From an optimization exercise on the open Yosys and OpenROAD flow, aimed at small area; shortcuts taken in it are not production practice.
In this exercise RTL edits were held to simulation tests only and were not proved equivalent to the original.
No driver is modelled on the clock port, so clocking that relies on it looks cheaper here than on a real chip.
No activity file was given, so power comes from the tool's default toggle rates.

<file path="design/flow/design.v">
module topROM #(parameter FPGAFREQ = 2_000)(
    input logic CLK,
    input logic nRST,
    input logic nPBTON,
    output logic HS,
    output logic VS,
    output logic [11:0] RGB
);
    logic [10:0] c;
    logic [9:0] v;
    logic [9:0] p;
    logic cwrap, vwrap;
    assign p = c[10:1];
    assign cwrap = c[10] & c[9] & c[6] & c[0];    
    assign vwrap = v[9] & v[3] & v[2] & v[0];     
    always_ff @(posedge CLK) begin
        if (!nRST)
            c <= 11'd1601;
        else if (cwrap)
            c <= 11'd0;
        else
            c <= c + 11'd1;
    end
    always_ff @(posedge CLK) begin
        if (!nRST)
            v <= 10'd525;
        else if (cwrap)
            v <= vwrap ? 10'd0 : v + 10'd1;
    end
    logic btn;       
    logic inc;       
    always_ff @(posedge CLK)
        btn <= ~nPBTON;
    generate
        if (FPGAFREQ == 2000) begin : g_lfsr
            logic [10:0] s;
            logic det;
            assign det = (s[9:0] == 10'b1111111100);
            always_ff @(posedge CLK) begin
                if (!nRST)
                    s <= 11'd40;
                else
                    s <= {s[9:0], s[10] ^ s[1] ^ det};
            end
            assign inc = det & btn;
        end else begin : g_cnt
            localparam int HALF = FPGAFREQ / 2;
            localparam int PER = (HALF > 0) ? 2 * HALF : 2;
            logic [$clog2(PER+1)-1:0] k;
            logic pend;
            logic tick;
            assign tick = (k == PER'(HALF - 1));
            always_ff @(posedge CLK) begin
                if (!nRST) begin
                    k <= '0;
                    pend <= 1'b0;
                end else begin
                    k <= (k == PER - 1) ? '0 : k + 1'b1;
                    if (tick)
                        pend <= ~nPBTON;
                    else if (c[0])
                        pend <= 1'b0;
                end
            end
            assign inc = pend & c[0] & ~tick;
        end
    endgenerate
    logic [3:0] d0, d1, d2;
    logic w0, w1, w2;
    assign w0 = d0[3] & d0[0];
    assign w1 = d1[3] & d1[0];
    assign w2 = d2[3] & d2[0];
    always_ff @(posedge CLK) begin
        if (!nRST) begin
            d0 <= 4'd0;
            d1 <= 4'd0;
            d2 <= 4'd0;
        end else if (inc) begin
            d0 <= w0 ? 4'd0 : d0 + 4'd1;
            if (w0) begin
                d1 <= w1 ? 4'd0 : d1 + 4'd1;
                if (w1)
                    d2 <= w2 ? 4'd0 : d2 + 4'd1;
            end
        end
    end
    function automatic logic inr(input logic [9:0] x, input int lo, input int hi);
        logic ge, le;
        logic [9:0] kl, kh;
        kl = 10'(lo);
        kh = 10'(hi);
        ge = 1'b1;
        le = 1'b1;
        for (int i = 0; i < 10; i++) begin
            ge = kl[i] ? (x[i] & ge) : (x[i] | ge);
            le = kh[i] ? (~x[i] | le) : (~x[i] & le);
        end
        inr = ge & le;
    endfunction
    function automatic logic inr5(input logic [4:0] x, input int lo, input int hi);
        logic ge, le;
        logic [4:0] kl, kh;
        kl = 5'(lo);
        kh = 5'(hi);
        ge = 1'b1;
        le = 1'b1;
        for (int i = 0; i < 5; i++) begin
            ge = kl[i] ? (x[i] & ge) : (x[i] | ge);
            le = kh[i] ? (~x[i] | le) : (~x[i] & le);
        end
        inr5 = ge & le;
    endfunction
    logic [4:0] k, a;
    logic i1;            
    always_comb begin
        i1 = 1'b0;
        if (p < 10'd48)
            k = 5'd10;               
        else if (p < 10'd86)
            k = 5'd9;                
        else if (p < 10'd128) begin
            k = 5'd0;                
            i1 = 1'b1;
        end else if (p < 10'd164)
            k = 5'd25;               
        else if (p < 10'd256) begin
            k = 5'd16;               
            i1 = 1'b1;
        end else if (p < 10'd384)
            k = 5'd12;               
        else if (p < 10'd424)
            k = 5'd29;               
        else if (p < 10'd464) begin
            k = 5'd20;               
            i1 = 1'b1;
        end else if (p < 10'd504)
            k = 5'd13;               
        else if (p < 10'd544) begin
            k = 5'd4;                
            i1 = 1'b1;
        end else if (p < 10'd592)
            k = 5'd6;                
        else
            k = 5'd24;               
        a = p[4:0] - k;
    end
    logic [3:0] dg;
    logic sa, sb, sc, sd, se, sf, sg;
    logic xf, xl, xr, b7;
    logic ya, yg, yd, yu, yl;
    logic paint7;
    always_comb begin
        if (p < 10'd48)
            dg = d0;
        else if (p < 10'd96)
            dg = d1;
        else
            dg = d2;
    end
    assign sa = dg[3] | dg[1] | (dg[2] ~^ dg[0]);
    assign sb = ~dg[2] | (dg[1] ~^ dg[0]);
    assign sc = dg[2] | ~dg[1] | dg[0];
    assign sd = (~dg[2] & ~dg[0]) | (dg[1] & ~dg[0]) | (~dg[2] & dg[1]) | (dg[2] & ~dg[1] & dg[0]);
    assign se = ~dg[0] & (~dg[2] | dg[1]);
    assign sf = dg[3] | (~dg[1] & ~dg[0]) | (dg[2] & ~dg[1]) | (dg[2] & ~dg[0]);
    assign sg = dg[3] | (dg[2] ^ dg[1]) | (dg[1] & ~dg[0]);
    assign b7 = inr(p, 9, 41) | inr(p, 549, 581) | inr(p, 599, 631);
    assign xf = (b7 & (a != 5'd31)) | inr(p, 50, 80);
    assign xl = (b7 & (a <= 5'd5)) | inr(p, 50, 55);
    assign xr = (b7 & inr5(a, 25, 30)) | inr(p, 75, 80);
    assign ya = inr(v, 5, 10);
    assign yg = inr(v, 23, 27);
    assign yd = inr(v, 40, 45);
    assign yu = inr(v, 5, 27);
    assign yl = inr(v, 23, 45);
    assign paint7 = (xf & ((sa & ya) | (sg & yg) | (sd & yd))) |
                    (xr & ((sb & yu) | (sc & yl))) |
                    (xl & ((sf & yu) | (se & yl)));
    logic band, yok, y10;
    logic j0, j1, j3;
    logic [4:0] ky, b;
    logic cellcol, vbarcol, hrow, vrow, cellrow, diag, s34;
    assign band = inr(p, 56, 111) | inr(p, 136, 191) | inr(p, 400, 455) | inr(p, 480, 535);
    assign y10 = p < 10'd128;                    
    assign yok = v < 10'd96;
    always_comb begin
        j0 = 1'b0;
        j1 = 1'b0;
        j3 = 1'b0;
        if (y10 ? (v < 10'd32) : (v < 10'd28)) begin
            ky = y10 ? 5'd14 : 5'd9;         
            j0 = 1'b1;
        end else if (y10 ? (v < 10'd52) : (v < 10'd47)) begin
            ky = y10 ? 5'd1 : 5'd28;         
            j1 = 1'b1;
        end else if (y10 ? (v < 10'd68) : (v < 10'd64))
            ky = y10 ? 5'd20 : 5'd15;        
        else begin
            ky = y10 ? 5'd7 : 5'd2;          
            j3 = 1'b1;
        end
        b = v[4:0] - ky;
    end
    logic [4:0] u;
    logic [2:0] m;
    logic [3:0] t;
    assign cellcol = (a >= 5'd23) | (a <= 5'd10);
    assign vbarcol = inr5(a, 11, 13) | inr5(a, 20, 22);
    assign hrow = (j0 & (b >= 5'd29)) | ((j1 | j3) & inr5(b, 16, 18));
    assign vrow = ~b[4];
    assign cellrow = ~b[4] & (b[3:0] != 4'd0);
    assign u = a[4] ? 5'd0 - a : a;
    assign m = b[2:0] ^ {3{~b[3]}};
    assign t = u[3:0] - {1'b0, m};
    assign diag = ((t == 4'd15) | (t <= 4'd2)) & cellcol &
                  ~(inr5(a, 23, 26) & ((b[3:0] <= 4'd3) | (b[3:0] == 4'd15))) &
                  ~(~i1 & j1 & (b[3:0] == 4'd15));
    assign s34 = band & yok & ((cellcol & hrow) | (vbarcol & vrow) | (cellrow & diag));
    logic img;
    logic [4:0] ix;
    assign ix = a;
    assign img = inr(p, 300, 331) & (
            (((v == 10'd12)) & (inr5(ix, 12, 19))) |
            (((v == 10'd13) | (v == 10'd23)) & (inr5(ix, 9, 22))) |
            (((v == 10'd14)) & (inr5(ix, 8, 23))) |
            (((v == 10'd15) | (v == 10'd25)) & (inr5(ix, 8, 21))) |
            (((v == 10'd16) | (v == 10'd26) | (v == 10'd54) | (v == 10'd104)) & (inr5(ix, 10, 19))) |
            (((v == 10'd17)) & (inr5(ix, 12, 19) | inr5(ix, 21, 29))) |
            (((v == 10'd18)) & (inr5(ix, 9, 29))) |
            (((v == 10'd19)) & (inr5(ix, 9, 18) | inr5(ix, 20, 23))) |
            (((v == 10'd20) | (v == 10'd21) | (v == 10'd30) | (v == 10'd31) | (v == 10'd32) | (v == 10'd33)) & (inr5(ix, 9, 12) | inr5(ix, 15, 18))) |
            (((v == 10'd22)) & (inr5(ix, 9, 19))) |
            (((v == 10'd24)) & (inr5(ix, 6, 23))) |
            (((v == 10'd27)) & (inr5(ix, 1, 9) | inr5(ix, 12, 19))) |
            (((v == 10'd28)) & (inr5(ix, 1, 19))) |
            (((v == 10'd29)) & (inr5(ix, 5, 7) | inr5(ix, 9, 18))) |
            (((v == 10'd34)) & (inr5(ix, 6, 11) | inr5(ix, 14, 20))) |
            (((v == 10'd53) | (v == 10'd55) | (v == 10'd103) | (v == 10'd105)) & (inr5(ix, 11, 18))));
    logic vis, red, yel, blue, bg;
    assign vis = (p < 10'd640) && (v < 10'd480);
    assign red = paint7 & (p < 10'd48);
    assign yel = paint7 & (p >= 10'd512) & (p < 10'd592);
    assign blue = s34 | (paint7 & ~(p < 10'd48) & ~((p >= 10'd512) & (p < 10'd592)));
    assign bg = ~(red | yel | blue | img);
    assign RGB[11] = vis & (red | yel | img);
    assign RGB[10] = vis & (red | yel);
    assign RGB[9]  = vis & (red | yel | img);
    assign RGB[8]  = vis & (red | yel | img);
    assign RGB[7]  = vis & yel;
    assign RGB[6]  = vis & (yel | img);
    assign RGB[5]  = vis & (yel | bg);
    assign RGB[4]  = vis & yel;
    assign RGB[3]  = vis & (blue | img);
    assign RGB[2]  = vis & blue;
    assign RGB[1]  = vis & (blue | img);
    assign RGB[0]  = vis & blue;
    assign HS = ~((p >= 10'd655) && (p <= 10'd750));
    assign VS = ~((v >= 10'd489) && (v <= 10'd490));
endmodule
</file>
<file path="design/flow/flow/run.sh">
#!/bin/bash
# Standard ORFS layout, with the combinational logic of the standard
# synthesis re-mapped by ABC for area. Registers (names, count, cell types)
# are left exactly as the standard synthesis made them.
set -euo pipefail
W=$(pwd)
F=$W/flow
LIB=$FLOW_HOME/platforms/$FLOW_PLATFORM/lib/sky130_fd_sc_hd__tt_025C_1v80.lib
R=$W/orfs/results/$FLOW_PLATFORM/topROM/base
YOSYS=$(command -v yosys || echo $FLOW_HOME/../tools/install/yosys/bin/yosys)

# 1. the standard synthesis, unchanged
bash standard.sh synth > $W/log_std_synth.txt 2>&1

# 2. re-map the combinational cells: each library cell is replaced by its
#    logic function, then ABC maps the logic again with an area script.
#    Runs with different seeds, four at a time: sixteen start from the
#    standard netlist, then four rounds of four start from the smallest
#    netlist so far, half of them with another pre-optimisation script
#    (remap2.abc). The smallest netlist is kept.
python3 $F/gen_combmap.py $LIB $W/comb_map.v > $W/log_combmap.txt 2>&1
cp $R/1_2_yosys.v $W/std_1_2_yosys.v

remap() {  # remap SEED INPUT [SCRIPT]
  sed "s/SEED/$1/" $F/${3:-remap.abc} > $W/remap_$1.abc
  $YOSYS -l $W/log_remap_$1.txt -p "read_liberty -lib $LIB; read_verilog $2; hierarchy -top $FLOW_TOP; techmap -map $W/comb_map.v; techmap; opt -purge; abc -liberty $LIB $(cat $F/dontuse.txt) -script $W/remap_$1.abc; opt_clean -purge; hilomap -singleton -hicell sky130_fd_sc_hd__conb_1 HI -locell sky130_fd_sc_hd__conb_1 LO; insbuf -buf sky130_fd_sc_hd__buf_4 A X; check -assert -mapped; tee -o $W/remap_stat_$1.txt stat -liberty $LIB; write_verilog -noattr -nohex -nodec $W/remap_$1.v" > /dev/null 2>&1 || true
}
smallest() {  # smallest SEEDS...
  for s in "$@"; do
    if [ -s $W/remap_$s.v ] && [ -s $W/remap_stat_$s.txt ]; then
      echo "$(grep 'Chip area' $W/remap_stat_$s.txt | awk '{print $NF}') $s"
    fi
  done | sort -g | awk 'NR==1{print $2}'
}

for batch in "1 2 3 4" "5 6 7 8" "9 10 11 12" "13 14 15 16"; do
  for s in $batch; do remap $s $W/std_1_2_yosys.v & done
  wait
done
best=$(smallest $(seq 1 16))
echo "round 1: $best" > $W/log_remap_best.txt
for round in 2 3 4 5; do
  start=$best
  remap $((round * 10 + 1)) $W/remap_$start.v &
  remap $((round * 10 + 2)) $W/remap_$start.v remap2.abc &
  remap $((round * 10 + 3)) $W/remap_$start.v &
  remap $((round * 10 + 4)) $W/remap_$start.v remap2.abc &
  wait
  best=$(smallest $start $((round * 10 + 1)) $((round * 10 + 2)) $((round * 10 + 3)) $((round * 10 + 4)))
  echo "round $round: $best" >> $W/log_remap_best.txt
done
cp $W/remap_$best.v $R/1_2_yosys.v
rm -f $R/1_synth.odb

# 3. the rest of the standard layout from the re-mapped netlist, with the
#    smallest buffer on each port and a clock tree built by hand before the
#    CTS step (flow/pre_cts.tcl): the clock port drives one root buffer, so
#    the CTS step finds no clock net to buffer
export BUFFER_PORTS_ARGS="-buffer_cell sky130_fd_sc_hd__buf_1"
export PRE_CTS_TCL=$F/pre_cts.tcl
export CTS_ARGS="-clk_nets CLK -dont_use_dummy_load"
bash standard.sh finish > $W/log_std_finish.txt 2>&1
</file>
<file path="design/flow/flow/dontuse.txt">
-dont_use sky130_fd_sc_hd__lpflow_bleeder_1 -dont_use sky130_fd_sc_hd__lpflow_clkbufkapwr_1 -dont_use sky130_fd_sc_hd__lpflow_clkbufkapwr_16 -dont_use sky130_fd_sc_hd__lpflow_clkbufkapwr_2 -dont_use sky130_fd_sc_hd__lpflow_clkbufkapwr_4 -dont_use sky130_fd_sc_hd__lpflow_clkbufkapwr_8 -dont_use sky130_fd_sc_hd__lpflow_clkinvkapwr_1 -dont_use sky130_fd_sc_hd__lpflow_clkinvkapwr_16 -dont_use sky130_fd_sc_hd__lpflow_clkinvkapwr_2 -dont_use sky130_fd_sc_hd__lpflow_clkinvkapwr_4 -dont_use sky130_fd_sc_hd__lpflow_clkinvkapwr_8 -dont_use sky130_fd_sc_hd__lpflow_decapkapwr_12 -dont_use sky130_fd_sc_hd__lpflow_decapkapwr_3 -dont_use sky130_fd_sc_hd__lpflow_decapkapwr_4 -dont_use sky130_fd_sc_hd__lpflow_decapkapwr_6 -dont_use sky130_fd_sc_hd__lpflow_decapkapwr_8 -dont_use sky130_fd_sc_hd__lpflow_inputiso0n_1 -dont_use sky130_fd_sc_hd__lpflow_inputiso0p_1 -dont_use sky130_fd_sc_hd__lpflow_inputiso1n_1 -dont_use sky130_fd_sc_hd__lpflow_inputiso1p_1 -dont_use sky130_fd_sc_hd__lpflow_inputisolatch_1 -dont_use sky130_fd_sc_hd__lpflow_isobufsrc_1 -dont_use sky130_fd_sc_hd__lpflow_isobufsrc_16 -dont_use sky130_fd_sc_hd__lpflow_isobufsrc_2 -dont_use sky130_fd_sc_hd__lpflow_isobufsrc_4 -dont_use sky130_fd_sc_hd__lpflow_isobufsrc_8 -dont_use sky130_fd_sc_hd__lpflow_isobufsrckapwr_16 -dont_use sky130_fd_sc_hd__lpflow_lsbuf_lh_hl_isowell_tap_1 -dont_use sky130_fd_sc_hd__lpflow_lsbuf_lh_hl_isowell_tap_2 -dont_use sky130_fd_sc_hd__lpflow_lsbuf_lh_hl_isowell_tap_4 -dont_use sky130_fd_sc_hd__lpflow_lsbuf_lh_isowell_4 -dont_use sky130_fd_sc_hd__lpflow_lsbuf_lh_isowell_tap_1 -dont_use sky130_fd_sc_hd__lpflow_lsbuf_lh_isowell_tap_2 -dont_use sky130_fd_sc_hd__lpflow_lsbuf_lh_isowell_tap_4 -dont_use sky130_fd_sc_hd__probe_p_8 -dont_use sky130_fd_sc_hd__probec_p_8 
</file>
<file path="design/flow/flow/gen_combmap.py">
import re, sys
lib = open(sys.argv[1]).read()
out = []
# split into cells
for m in re.finditer(r'\n\s*cell\s*\(\s*"?([A-Za-z0-9_]+)"?\s*\)\s*\{', lib):
    name = m.group(1)
    start = m.end()
    depth = 1; i = start
    while depth:
        c = lib[i]
        if c == '{': depth += 1
        elif c == '}': depth -= 1
        i += 1
    body = lib[start:i]
    if re.search(r'\b(ff|latch|statetable|ff_bank)\s*\(', body): continue
    pins = []
    for pm in re.finditer(r'\n\s*pin\s*\(\s*"?([A-Za-z0-9_]+)"?\s*\)\s*\{', body):
        pn = pm.group(1); s = pm.end(); d = 1; j = s
        while d:
            c = body[j]
            if c == '{': d += 1
            elif c == '}': d -= 1
            j += 1
        pb = body[s:j]
        dm = re.search(r'direction\s*:\s*"?(\w+)"?', pb)
        fm = re.search(r'\bfunction\s*:\s*"([^"]*)"', pb)
        pins.append((pn, dm.group(1) if dm else None, fm.group(1) if fm else None))
    outs = [p for p in pins if p[1] == 'output']
    ins = [p for p in pins if p[1] == 'input']
    if not outs or any(p[2] is None for p in outs): continue
    if any(p[1] not in ('input','output') for p in pins): continue
    def conv(f):
        f = f.replace('!', '~').replace('+', '|').replace('*', '&')
        # juxtaposition AND: identifiers/parens separated by spaces without operator
        f = re.sub(r'([A-Za-z0-9_\)])\s+(?=[A-Za-z0-9_\(~])', r'\1 & ', f)
        return f
    ports = [p[0] for p in ins] + [p[0] for p in outs]
    s = 'module %s(%s);\n' % (name, ', '.join(ports))
    for p in ins: s += '  input %s;\n' % p[0]
    for p in outs: s += '  output %s;\n  assign %s = %s;\n' % (p[0], p[0], conv(p[2]))
    s += 'endmodule\n'
    out.append(s)
open(sys.argv[2], 'w').write(''.join(out))
print(len(out), 'cells')
</file>
<file path="design/flow/flow/pre_cts.tcl">
# Clock tree by hand: the clock port drives one small root buffer, which
# drives three leaf buffers; the registers are split among the leaves into
# three strips of equal count by their x position, and each leaf buffer is
# placed at the centre of its registers (detailed placement legalises them).
set block [ord::get_db_block]
set db [ord::get_db]
set clk [$block findNet CLK]
set sinks {}
foreach it [$clk getITerms] {
  set loc [[$it getInst] getLocation]
  lappend sinks [list [lindex $loc 0] [lindex $loc 1] $it]
}
set sinks [lsort -integer -index 0 $sinks]
set n [llength $sinks]
set nleaf 3
set root [odb::dbInst_create $block [$db findMaster sky130_fd_sc_hd__clkbuf_1] clkroot]
set rootnet [odb::dbNet_create $block clknet_root]
$rootnet setSigType CLOCK
[$root findITerm A] connect $clk
[$root findITerm X] connect $rootnet
set rx 0; set ry 0
for {set k 0} {$k < $nleaf} {incr k} {
  set lo [expr {$k * $n / $nleaf}]
  set hi [expr {($k + 1) * $n / $nleaf}]
  set leaf [odb::dbInst_create $block [$db findMaster sky130_fd_sc_hd__clkbuf_8] clkleaf$k]
  set net [odb::dbNet_create $block clknet_leaf$k]
  $net setSigType CLOCK
  [$leaf findITerm A] connect $rootnet
  [$leaf findITerm X] connect $net
  set xs 0; set ys 0
  foreach s [lrange $sinks $lo [expr {$hi - 1}]] {
    set it [lindex $s 2]
    $it disconnect
    $it connect $net
    set xs [expr {$xs + [lindex $s 0]}]; set ys [expr {$ys + [lindex $s 1]}]
  }
  set cx [expr {int($xs / ($hi - $lo))}]; set cy [expr {int($ys / ($hi - $lo))}]
  $leaf setLocation $cx $cy
  $leaf setPlacementStatus PLACED
  set rx [expr {$rx + $cx}]; set ry [expr {$ry + $cy}]
}
$root setLocation [expr {int($rx / $nleaf)}] [expr {int($ry / $nleaf)}]
$root setPlacementStatus PLACED
global_connect
puts "clock tree by hand: $n registers, $nleaf leaf buffers"
</file>
<file path="design/flow/flow/remap.abc">
strash
dc2
balance
rewrite
refactor
balance
rewrite
rewrite -z
balance
refactor -z
rewrite -z
balance
&get -n
&deepsyn -T 40 -S SEED
&put
dch -f
amap
topo
</file>
<file path="design/flow/flow/remap2.abc">
strash
&get -n
&synch2
&dc2
&put
&get -n
&deepsyn -T 40 -S SEED
&put
dch -f
amap
topo
</file>
<file path="design/flow/standard.sh">
#!/bin/bash
# synth_recipe.tcl (not shown) runs the flow's synth.tcl, then flattens the netlist and writes it again
# the make line also repeats each setting of config.mk as NAME=value (left out here)
make -C /OpenROAD-flow-scripts/flow DESIGN_CONFIG=/design/flow/config.mk WORK_HOME=/design/flow/orfs CLKGATE_MAP_FILE= SYNTH_SCRIPT=/design/flow/synth_recipe.tcl "${@:-finish}"
</file>
<file path="design/flow/config.mk">
export PLATFORM = sky130hd
export DESIGN_NAME = topROM
export DESIGN_NICKNAME = topROM
export VERILOG_FILES = /design/flow/design.v
export SDC_FILE = /design/flow/constraint.sdc
export NUM_CORES = 4
export LEC_CHECK = 0
export CAP_MARGIN = 20
export CORE_MARGIN = 2
export CORE_UTILIZATION = 40
export SLEW_MARGIN = 20
</file>
<file path="design/flow/constraint.sdc">
create_clock -name core_clock -period 20.0 [get_ports {CLK}]
set_input_delay 4.0000 -clock core_clock [delete_from_list [all_inputs] [get_ports {CLK}]]
set_output_delay 4.0000 -clock core_clock [all_outputs]
set_load 0.01 [all_outputs]
</file>
==> impl_metrics.json, run 1 <==
{
  "status": "finished clean",
  "critPathArrivalTime_ns": 6.86,
  "pin_count": 17,
  "grt_pass1_vias": 3021,
  "slew_headroom": 0.425,
  "r2r_cells": 12,
  "place.gp.congestion": 0.991,
  "power.leakage_nw": 1.08,
  "timing.final.crit_share": 0.543,
  "register_area_um2": 901,
  "p_int_mw": 0.160,
  "initial_core_util": 0.418,
  "synth_warnings": 1,
  "cts_resized": 0,
  "pwr-share-clk": 0.142,
  "nets": 492,
  "design.core.area_um2": 7330,
  "nFillCells": 777,
  "crit_end": "RGB[5]",
  "netlist_area_um2": 3060,
  "sw_frac_of_total": 0.444,
  "layout_commonest_cell": "nor2_1",
  "fp-row-count": 31,
  "dp.cells": 582,
  "critPathLaunchType": "flip-flop",
  "critPathKind": "flip-flop to primary output",
  "grt_pass1_wl_um": 14400,
  "insertion_delay_ns": 0.47,
  "wl_per_cell_um": 14.7,
  "ant_nets": 0,
  "die_h_um": 91.5,
  "area_growth_pct": 6.58,
  "finClkSkew_ns": 0.0185,
  "clk_pin_slew_ns": 0.11,
  "antenna_found_initial": 1,
  "fin_crit_ns": 10.86,
  "io_buffers": 16,
  "worstMarginPinSlew_ns": 0.840,
  "die-area_um2": 8370,
  "critical_path.startpoint": "c[9]",
  "finalWirelength_um": 8660,
  "crit_required_ns": 16.00,
  "ir_drop_mv": 0.0530,
  "drive_above_1_share": 0.00821,
  "grt_usage": 0.204,
  "rsz0062_at_grt": "no",
  "grt_max_degree": 20,
  "overflow": 0,
  "hp-class": "flip-flop to flip-flop",
  "hold_viol_final": 0,
  "vias": 3346,
  "critPathMaxFanout": 10,
  "power_density_nw_per_um2": 88.1,
  "multi_input_area_um2": 1880,
  "setup_tns_ns": 0,
  "postCtsHoldBufs": 0,
  "final_cells": 587,
  "route.detailed.drc": 0,
  "cts_setup_buffers": 0,
  "hpwl_um": 6800,
  "r2r-end": "v[9]",
  "timing.critical_path.to_type": "primary output",
  "fmax_mhz": 92.1,
  "reg2reg_slack_ns": 16.85,
  "comb_power_share": 0.471,
  "avgSynthCellArea_um2": 6.50,
  "drv_slew": 0,
  "r2r-start": "c[6]",
  "p_seq_frac": 0.387,
  "firstDrtPassIters": 5,
  "syn_inst": 471,
  "p_sw_mw": 0.128,
  "finalSetupViolCount": 0,
  "viasPerCell": 5.70,
  "cap_violations": 0,
  "drt_first_iter_violations": 276,
  "synth_nets": 474,
  "most-common-layout-cells": "102 x nor2_1, 66 x clkinv_1, 45 x dfxtp_1",
  "whs_ns": 0.410,
  "die_x_um": 91.5
}
layout make-up:
| class | count | area share |
|---|---|---|
| Multi-Input combinational cell | 355 | 0.575 |
| Sequential cell | 45 | 0.276 |
| Inverter | 66 | 0.0759 |
| Tap cell | 99 | 0.0379 |
| Timing Repair Buffer | 17 | 0.0207 |
| Buffer | 4 | 0.0138 |
| Antenna cell | 1 | 0.000767 |
flip-flops by register name (all words and copies together), names as in the netlist:
register,count
c,11
g_lfsr.s,11
v,10
d0,4
d1,4
d2,4
btn,1
worst max-delay path, cell delays in order, from the launching register on:
cell and delay, ns:
dfxtp_1 0.38, nor2_1 0.15, clkinv_1 0.12, nor2_1 0.44
clkinv_1 0.34, o21ai_0 0.50, clkinv_1 0.16, nor2_1 0.15
o22ai_1 0.11, nor2_1 0.19, nand2_1 0.10, o21ai_0 0.12
nand2_1 0.12, a31oi_1 0.70, clkinv_1 0.52, nor2_1 0.28
nor2_1 0.08, o21ai_0 0.12, a31oi_1 0.11, o21ai_0 0.17
a22oi_1 0.10, nor2_1 0.11, nor3b_1 0.08, a2111oi_0 0.67
clkinv_1 0.19, a41o_1 0.27, buf_1 0.12
stage by stage:
stage          instance area (um^2)  setup WS (ns)  power (mW)   util
2_1_floorplan                  3060          10.89       0.215      -
3_3_place_gp                   3220           9.87       0.246  0.439
3_5_place_dp                   3220           9.77       0.246  0.439
4_1_cts                        3260           9.74       0.277  0.445
5_1_grt                        3260           8.23       0.313  0.445
6_report                       3260           9.14       0.288  0.445
power groups by stage:
stage               registers, mW  logic (mW)  clock network, mW
floorplan                   0.108       0.107                  0
global placement            0.113       0.133                  0
detailed placement          0.113       0.133                  0
CTS                         0.113       0.134             0.0302
global route                0.113       0.153             0.0464
finish                      0.111       0.136             0.0409
metal layers:
layer / wire (um) / up-vias / track usage
met2: 4020 / 131 / 0.352
met5: 0 / - / 0
met3: 545 / 14 / 0.0199
met1: 3930 / 1493 / 0.277
li1: - / 1708 / -
met4: 152 / 0 / 0.0379
worst min-delay path by stage:
stage          start  endpoint  slack (ns)  cells after the start
3_3_place_gp    c[0]      c[0]        0.38                      1
3_5_place_dp    c[0]      c[0]        0.39                      1
2_1_floorplan   c[0]      c[0]        0.37                      1
4_1_cts         c[0]      c[0]        0.39                      1
5_1_grt         c[0]      c[0]        0.43                      1
6_report        c[0]      c[0]        0.41                      1
==> run 2, diff against run 1 <==
--- a/design/flow/design.v
+++ b/design/flow/design.v
@@ -114,28 +114,43 @@
     logic i1;            
+    logic band;          
     always_comb begin
         i1 = 1'b0;
-        if (p < 10'd48)
+        band = 1'b0;
+        k = 5'd0;
+        if (p < 10'd56)
             k = 5'd10;               
-        else if (p < 10'd86)
+        else if (p < 10'd86) begin
             k = 5'd9;                
-        else if (p < 10'd128) begin
+            band = 1'b1;
+        end else if (p < 10'd112) begin
             k = 5'd0;                
             i1 = 1'b1;
-        end else if (p < 10'd164)
+            band = 1'b1;
+        end else if (p < 10'd136)
+            k = 5'd0;                
+        else if (p < 10'd164) begin
             k = 5'd25;               
-        else if (p < 10'd256) begin
+            band = 1'b1;
+        end else if (p < 10'd192) begin
             k = 5'd16;               
             i1 = 1'b1;
-        end else if (p < 10'd384)
+            band = 1'b1;
+        end else if (p < 10'd400)
             k = 5'd12;               
-        else if (p < 10'd424)
+        else if (p < 10'd424) begin
             k = 5'd29;               
-        else if (p < 10'd464) begin
+            band = 1'b1;
+        end else if (p < 10'd456) begin
             k = 5'd20;               
             i1 = 1'b1;
-        end else if (p < 10'd504)
+            band = 1'b1;
+        end else if (p < 10'd480)
+            k = 5'd0;                
+        else if (p < 10'd504) begin
             k = 5'd13;               
-        else if (p < 10'd544) begin
+            band = 1'b1;
+        end else if (p < 10'd536) begin
             k = 5'd4;                
             i1 = 1'b1;
+            band = 1'b1;
         end else if (p < 10'd592)
@@ -178,3 +193,3 @@
                     (xl & ((sf & yu) | (se & yl)));
-    logic band, yok, y10;
+    logic yok, y10;
     logic j0, j1, j3;
@@ -182,3 +197,2 @@
     logic cellcol, vbarcol, hrow, vrow, cellrow, diag, s34;
-    assign band = inr(p, 56, 111) | inr(p, 136, 191) | inr(p, 400, 455) | inr(p, 480, 535);
     assign y10 = p < 10'd128;                    
==> run 2 against run 1 <==
Compared with the run above: global-route usage is 0.50 points higher; clock skew is 0.0050 ns higher; via count up 2.5%; hold slack improved by 0.0017 ns; area after synthesis about the same; power decreased by 2.3%.
==> impl_metrics.json, run 2 <==
{
  "status": "finished clean",
  "path_buf_inv": 4,
  "worstMarginPinSlew_ns": 0.752,
  "timing.final.crit_share": 0.492,
  "firstDrtPassIters": 5,
  "design.core.area_um2": 7330,
  "hp-class": "flip-flop to flip-flop",
  "power.total_mw": 0.281,
  "drive_above_1_share": 0.00615,
  "grt_pass1_wl_um": 14900,
  "reg_top3": "c (11), g_lfsr.s (11), v (10)",
  "grt_pass1_vias": 3061,
  "timing.critical_path.to_type": "primary output",
  "critPathTopFamily": "compound AO/OA/AOI/OAI gates",
  "final_cells": 587,
  "setup_tns_ns": 0,
  "ir_drop_mv": 0.0664,
  "ant_nets": 0,
  "critPathLaunchType": "flip-flop",
  "wl_per_cell_um": 15.1,
  "critPathArrivalTime_ns": 5.84,
  "finalSetupViolCount": 0,
  "fmax_mhz": 102,
  "grt_max_degree": 17,
  "viasPerCell": 5.84,
  "insertion_delay_ns": 0.48,
  "num_antenna_cells": 0,
  "cts_resized": 0,
  "multi_input_area_um2": 1920,
  "area_growth_pct": 6.25,
  "power_density_nw_per_um2": 86.4,
  "route.detailed.drc": 0,
  "drt_first_iter_violations": 454,
  "power.leakage_nw": 1.02,
  "syn_inst": 473,
  "netlist_area_um2": 3060,
  "postCtsHoldBufs": 0,
  "crit_slowest_cell": "a31oi_1",
  "critPathKind": "flip-flop to primary output",
  "critPathMaxFanout": 12,
  "layout_commonest_cell": "nor2_1",
  "grt_usage": 0.209,
  "cpPeakStageDelay_ns": 0.51,
  "antenna_found_initial": 0,
  "crit_required_ns": 16.00,
  "clk_pin_slew_ns": 0.12,
  "avgSynthCellArea_um2": 6.48,
  "rsz0062_at_grt": "no",
  "dp.cells": 583,
  "die_x_um": 91.5,
  "cap_violations": 0,
  "fp-row-count": 31,
  "die_h_um": 91.5,
  "drv_slew": 0,
  "overflow": 0,
  "synth_warnings": 1,
  "fin_crit_ns": 9.84,
  "initial_core_util": 0.418,
  "nFillCells": 800,
  "die-area_um2": 8380,
  "place.gp.congestion": 0.936,
  "slew_headroom": 0.495,
  "hold_viol_final": 0,
  "synth_nets": 476,
  "finClkSkew_ns": 0.0235,
  "finalWirelength_um": 8880,
  "hpwl_um": 6950,
  "nets": 493,
  "io_buffers": 16,
  "most-common-layout-cells": "102 x nor2_1, 55 x clkinv_1, 51 x o21ai_0",
  "pin_count": 17,
  "vias": 3430,
  "register_area_um2": 901,
  "cts_setup_buffers": 0
}
[run 2: cell type report]
cell class,count,area share
inverters,55,0.0634
flip-flops and latches,45,0.277
repair buffers,16,0.0184
well taps,99,0.0380
multi-input cells,368,0.590
plain buffers,4,0.0138
[run 2: path summary, 6_finish.rpt]
kind              from      to  slack (ns)  cells past startpoint
setup / recovery  c[9]  RGB[1]       10.16                     25
hold / removal    c[0]    c[0]        0.41                      1
setup reg to reg  c[6]    v[3]       16.97                      9
hold reg to reg   c[0]    c[0]        0.41                      1
[run 2: stage by stage]
stage,cell area (um^2),hold WS [ns],setup WS [ns],utilization
6_report,3260,0.411,10.16,0.444
3_3_place_gp,3210,0.379,11.08,0.438
2_1_floorplan,3060,0.369,11.56,-
3_5_place_dp,3210,0.389,10.79,0.438
5_1_grt,3260,0.445,9.62,0.444
4_1_cts,3260,0.389,10.79,0.444
[run 2: routing by layer]
layer,vias up,track usage,part of all wire,wire length (um)
met5,-,0,0,0
met3,19,0.0124,0.064,570
met4,0,0.0518,0.024,211
li1,1733,-,-,-
met2,133,0.341,0.45,4000
met1,1545,0.299,0.46,4100
[run 2: power breakdown]
group | internal, mW | switching [mW]
registers | 0.0956 | 0.00999
logic | 0.0427 | 0.0903
clock network | 0.0142 | 0.0283
==> run 3, diff against run 2 <==
--- a/design/flow/design.v
+++ b/design/flow/design.v
@@ -181,6 +181,8 @@
     assign sg = dg[3] | (dg[2] ^ dg[1]) | (dg[1] & ~dg[0]);
+    logic bt;
     assign b7 = inr(p, 9, 41) | inr(p, 549, 581) | inr(p, 599, 631);
-    assign xf = (b7 & (a != 5'd31)) | inr(p, 50, 80);
+    assign bt = inr(p, 56, 80);
+    assign xf = (b7 & (a != 5'd31)) | bt | inr(p, 50, 55);
     assign xl = (b7 & (a <= 5'd5)) | inr(p, 50, 55);
-    assign xr = (b7 & inr5(a, 25, 30)) | inr(p, 75, 80);
+    assign xr = (b7 & inr5(a, 25, 30)) | (bt & inr5(a, 2, 7));
     assign ya = inr(v, 5, 10);
--- a/design/flow/flow/remap.abc
+++ b/design/flow/flow/remap.abc
@@ -13,3 +13,3 @@
 &get -n
-&deepsyn -T 40 -S SEED
+&deepsyn -T 60 -S SEED
 &put
==> design/flow/flow/remap2.abc (replaced) <==
strash
&get -n
&synch2
&dc2
&put
&get -n
&deepsyn -T 60 -S SEED
&put
dch -f
amap
topo
==> run 3 against run 2 <==
Compared with the run above: still clean; via count is 0.15% lower; cell count increased by 0.51%; clock power shrank 1%; global-route usage grew 0.80 points; register-to-register slack improved by 0.24 ns; final area shrank 0.65%; fmax fell by 5.9%; sequential power increased by 6%; area after synthesis decreased by 0.69%; sequential share of layout area is 0.18 points higher; critical path type unchanged; highest routed layer unchanged.
==> impl_metrics.json, run 3 <==
{
  "layout_commonest_cell": "nor2_1",
  "r2r_cells": 10,
  "setup_tns_ns": 0,
  "ir_drop_mv": 0.0622,
  "clk_pin_slew_ns": 0.11,
  "design.core.area_um2": 7290,
  "area_growth_pct": 6.29,
  "p_int_mw": 0.159,
  "grt_max_degree": 23,
  "whs_ns": 0.411,
  "hp-class": "flip-flop to flip-flop",
  "ant_nets": 0,
  "viasPerCell": 5.81,
  "drt_first_iter_violations": 404,
  "p_seq_frac": 0.381,
  "power_density_nw_per_um2": 91.2,
  "crit_top_cell": "o21ai_0",
  "timing.final.crit_share": 0.523,
  "sw_frac_of_total": 0.462,
  "fp-row-count": 31,
  "cts_resized": 0,
  "nets": 496,
  "io_buffers": 16,
  "hold_viol_final": 0,
  "cts_setup_buffers": 0,
  "grt_pass1_wl_um": 15400,
  "initial_core_util": 0.417,
  "syn_inst": 476,
  "grt_usage": 0.217,
  "critPathArrivalTime_ns": 6.46,
  "reg2reg_slack_ns": 17.21,
  "rsz0062_at_grt": "no",
  "crit_end": "RGB[3]",
  "num_antenna_cells": 0,
  "fin_ws_ns": 9.54,
  "crit_slowest_cell": "a2111oi_0",
  "netlist_area_um2": 3040,
  "r2r-start": "c[6]",
  "wl_per_cell_um": 15.4,
  "antenna_found_initial": 0,
  "r2r-end": "v[7]",
  "fmax_mhz": 95.6,
  "cpPeakStageDelay_ns": 0.61,
  "hpwl_um": 7130,
  "slew_headroom": 0.455,
  "cap_violations": 0,
  "vias": 3425,
  "crit_required_ns": 16.00,
  "critPathLaunchType": "flip-flop",
  "dp_slack_ns": 10.22,
  "die-area_um2": 8320,
  "drive_above_1_share": 0.00611,
  "pin_count": 17,
  "comb_power_share": 0.477,
  "place.gp.congestion": 1.04,
  "overflow": 0,
  "finalWirelength_um": 9070,
  "finalSetupViolCount": 0,
  "p_sw_mw": 0.136,
  "fin_crit_ns": 10.46,
  "synth_nets": 479,
  "critPathMaxFanout": 12,
  "worstMarginPinSlew_ns": 0.808,
  "die_x_um": 91.2,
  "critical_path.startpoint": "c[8]",
  "pwr-share-clk": 0.142,
  "nFillCells": 804,
  "grt_pass1_vias": 3158,
  "insertion_delay_ns": 0.49,
  "most-common-layout-cells": "103 x nor2_1, 67 x clkinv_1, 52 x nand2_1",
  "reg_top3": "c (11), g_lfsr.s (11), v (10)",
  "route.detailed.drc": 0,
  "firstDrtPassIters": 5,
  "die_h_um": 91.2,
  "avgSynthCellArea_um2": 6.39,
  "status": "finished clean",
  "postCtsHoldBufs": 0,
  "drv_slew": 0,
  "timing.critical_path.to_type": "primary output",
  "min_from": "c[0]",
  "critPathKind": "flip-flop to primary output",
  "synth_warnings": 1,
  "finClkSkew_ns": 0.0205,
  "power.leakage_nw": 1.05
}
==> run 3: area by class of cell <==
class                      count  area (um^2)  area share
multi-input combinational    359         1850       0.573
sequential                    45          901       0.279
inverter                      67          251      0.0778
tap                           99          124      0.0383
timing repair buffer          16         60.1      0.0186
buffer                         4         45.0      0.0139
==> run 3: critical path, delay by kind of cell, from the launching register on <==
kind            cells  cell delay, ns
flops               1            0.41
compound gates     13            3.07
buf+inv             5            1.17
simple gates       10            1.31
==> run 3: power by group through the flow <==
| stage | logic [mW] | clock network [mW] | registers (mW) |
|---|---|---|---|
| 2_1_floorplan | 0.107 | 0 | 0.109 |
| 3_3_place_gp | 0.137 | 0 | 0.114 |
| 3_5_place_dp | 0.137 | 0 | 0.114 |
| 4_1_cts | 0.138 | 0.0302 | 0.114 |
| 5_1_grt | 0.158 | 0.0479 | 0.114 |
| 6_report | 0.141 | 0.0419 | 0.112 |
==> run 3: worst min path at each step <==
stage	cells after the start	slack, ns	endpoint
after floorplan	1	0.37	c[0]
after global placement	1	0.38	c[0]
after detailed placement	1	0.39	c[0]
after CTS	1	0.39	c[0]
after global routing	1	0.42	c[0]
final	1	0.41	c[0]
==> run 3: layer usage <==
layer	track usage	up-vias	part of all wire
met5	0	-	0
met4	0.0505	0	0.028
met3	0.0124	22	0.056
met2	0.375	137	0.46
met1	0.296	1551	0.46
li1	-	1715	-
==> run 3: through the flow <==
step,util,power (mW),instances,area (um^2)
final,0.444,0.295,590,3230
after detailed placement,0.437,0.251,586,3190
after floorplan,-,0.216,476,3040
after CTS,0.444,0.282,590,3230
after global routing,0.444,0.320,590,3230
after global placement,0.437,0.251,586,3190

separate check: timing with driven ports:
How much do the figures lean on ideal ports? The routed layouts below were timed once more, with nothing changed but the port constraints.
Step 1, drivers: a clkbuf_16 drives CLK and a buf_2 each remaining input, both assumed.
Step 2 also shifts input and output timing later by t, the mid clock arrival at the registers, as if the neighbouring blocks saw the same clock.
Three values: ideal, step 1, step 2; two values: the first two.
run | t (ns) | setup slack, ns | hold WS [ns]
run 1 | 0.485 | 9.137 / 9.112 / 9.598 | 0.410 / 0.410 / 0.410
run 2 | 0.492 | 10.159 / 10.137 / 10.629 | 0.411 / 0.411 / 0.411
run 3 | 0.508 | 9.538 / 9.512 / 10.020 | 0.411 / 0.411 / 0.411
After both steps every run listed still meets setup and hold.
